Context: an optimization exercise on an open-source flow, tuned for small area, a short achievable clock period and few clock cycles per item. The choices shown serve that exercise and are no tape-out recipe. In this exercise RTL edits were held to simulation tests only and were not proved equivalent to the original.

Design snitch_shared_muldiv, start of the top module:
module snitch_shared_muldiv #(
  parameter int unsigned IdWidth = 8,
  parameter int unsigned DataWidth = 32
) (
  input  logic                 clk_i,
  input  logic                 rst_ni,
  input  logic [31:0]          acc_qaddr_i,   
  input  logic [IdWidth-1:0]   acc_qid_i,
  input  logic [31:0]          acc_qdata_op_i,   
  input  logic [DataWidth-1:0] acc_qdata_arga_i,
  input  logic [DataWidth-1:0] acc_qdata_argb_i,
  input  logic [DataWidth-1:0] acc_qdata_argc_i,
  input  logic                 acc_qvalid_i,
  output logic                 acc_qready_o,
  output logic [DataWidth-1:0] acc_pdata_o,
  output logic [IdWidth-1:0]   acc_pid_o,
  output logic                 acc_perror_o,
  output logic                 acc_pvalid_o,
  input  logic                 acc_pready_i
);
clock: 11.0 ns
lec_check: 0
abc_area: 1
cap_margin: 20
core_margin: 2
core_utilization: 40
setup_slack_margin: 5
slew_margin: 20
standard.sh (not shown) runs the stock make flow with config.mk's settings and CLKGATE_MAP_FILE= SYNTH_SCRIPT=/design/flow/synth_recipe.tcl, a recipe that flattens the netlist after the stock synthesis.
==> flow/flow/run.sh <==
#!/bin/bash
set -e
sed 's/SETUP_SLACK_MARGIN=[0-9.]*/SETUP_SLACK_MARGIN=6/' standard.sh > standard_m.sh
bash standard_m.sh > standard.log 2>&1
The first run finished with timing, DRC and antenna clean.
Testbench counts at the start, summed over its fixed seeds: cycles 60,126, ops 8,000.
Then changed:
==> flow/flow/run.sh (replaced) <==
#!/bin/bash
set -e
sed 's/SETUP_SLACK_MARGIN=[0-9.]*/SETUP_SLACK_MARGIN=5.5/' standard.sh > standard_m.sh
bash standard_m.sh > standard.log 2>&1
=> Final cell count drops by 2.4%. Area after synthesis stays the same. Non-clock buffer count fell by 79. Final area went down by 8.0%. Critical path depth went down by 20. Die area does not change. Global-route usage decreases by 1.1 points. Routed wire length is lower by 5.2%. Sequential cell count is unchanged. Count of clock-buffer cells in the layout drops by 6.

* * *

build 32:
snitch_shared_muldiv, a different RTL version from the one above (not shown whole).
For scale: ~2700 cells after synthesis, about 180 flip-flops, about 220 I/O pins.
clock: 11.0 ns
lec_check: 0
abc_area: 1
cap_margin: 20
core_margin: 2
core_utilization: 40
setup_slack_margin: 4.5
slew_margin: 20
run.sh (not shown) runs the stock make flow with config.mk's settings and CLKGATE_MAP_FILE= SYNTH_SCRIPT=/design/flow/synth_recipe.tcl, a recipe that flattens the netlist after the stock synthesis.
Stock flow here: none of the scripts above is used.
Testbench counts of build 32, summed over its fixed seeds: cycles 60,134, ops 8,000.
Relative to build 32, the following input files were edited for build 48:
- a change of SETUP_SLACK_MARGIN from 4.5 to 5
### Flow results
Diff build 48..build 32 | sequential share of layout area | negligible. Status: wire length parity (build 32, build 48). Proportion of cell area occupied by multi-input gates of build 32 is on par with build 48. Comparing build 32 and build 48, the higher time the final worst path needs with I/O delays and setup is on build 32.
For build 7, these inputs were changed with respect to build 48:
==> flow/flow/run.sh (new file) <==
#!/bin/bash
set -e
sed 's/SETUP_SLACK_MARGIN=[0-9.]*/SETUP_SLACK_MARGIN=5.5/' standard.sh > standard_m.sh
bash standard_m.sh > standard.log 2>&1
==> flow/standard.sh (new file) <==
#!/bin/bash
# synth_recipe.tcl (not shown) runs the flow's synth.tcl, then flattens the netlist and writes it again
# the make line also repeats each setting of config.mk as NAME=value (left out here)
make -C /OpenROAD-flow-scripts/flow DESIGN_CONFIG=/design/flow/config.mk WORK_HOME=/design/flow/orfs CLKGATE_MAP_FILE= SYNTH_SCRIPT=/design/flow/synth_recipe.tcl "${@:-finish}"
removed: flow/run.sh
[summary]
On post-place instance area, build 48 tracks build 7 almost exactly.
Build 48 and build 7 ended up with nearly the same via density per instance.
For the setup slack, build 7 came in 0.45 ns higher than build 48 did.
Build 7 against build 48: fraction of the mapped netlist area in compound gates held steady; area of all placed cells without fillers increased 1200 um2.
For build 48, the category of the critical setup timing path was reg -> reg, unlike build 7, where it was in -> out.

==> re-timing with driven ports <==
The flow's constraints put no driver on any port. The routed layouts listed below were extracted and timed again, unchanged, in two steps.
Step 1 sets driving cells, clkbuf_16 on the clock port and buf_2 on the other inputs (assumed; they add their load-dependent delay and slew).
Step 2 also shifts input and output timing later by t, the mid clock arrival at the registers, as if the neighbouring blocks saw the same clock.
Slacks: ideal ports / drivers / drivers and shift; pairs: ideal ports / drivers.
| run | t (ns) | setup slack, ns | hold slack, ns | worst setup path at the end | clock arrival spread, ns |
|---|---|---|---|---|---|
| the first run of note 1 | 0.518 | 5.738 / 5.738 / 5.712 | 0.516 / 0.516 / 0.516 | input to register | 0.018 / 0.019 |
| the second run of note 1 | 0.522 | 5.522 / 5.466 / 5.577 | 0.525 / 0.525 / 0.525 | register to register | 0.012 / 0.012 |
| build 32 | 0.562 | 5.108 / 5.108 / 5.108 | 0.424 / 0.424 / 0.424 | register to register | 0.027 / 0.027 |
| build 48 | 0.556 | 5.138 / 5.127 / 5.127 | 0.422 / 0.422 / 0.422 | input to output | 0.020 / 0.020 |
| build 7 | 0.555 | 5.587 / 5.560 / 5.358 | 0.422 / 0.422 / 0.422 | input to register | 0.015 / 0.015 |
After both steps setup and hold are still met in every run listed. The setup slack of build 7, which loses most, moves by -0.027 ns with the drivers and by -0.229 ns with both steps.
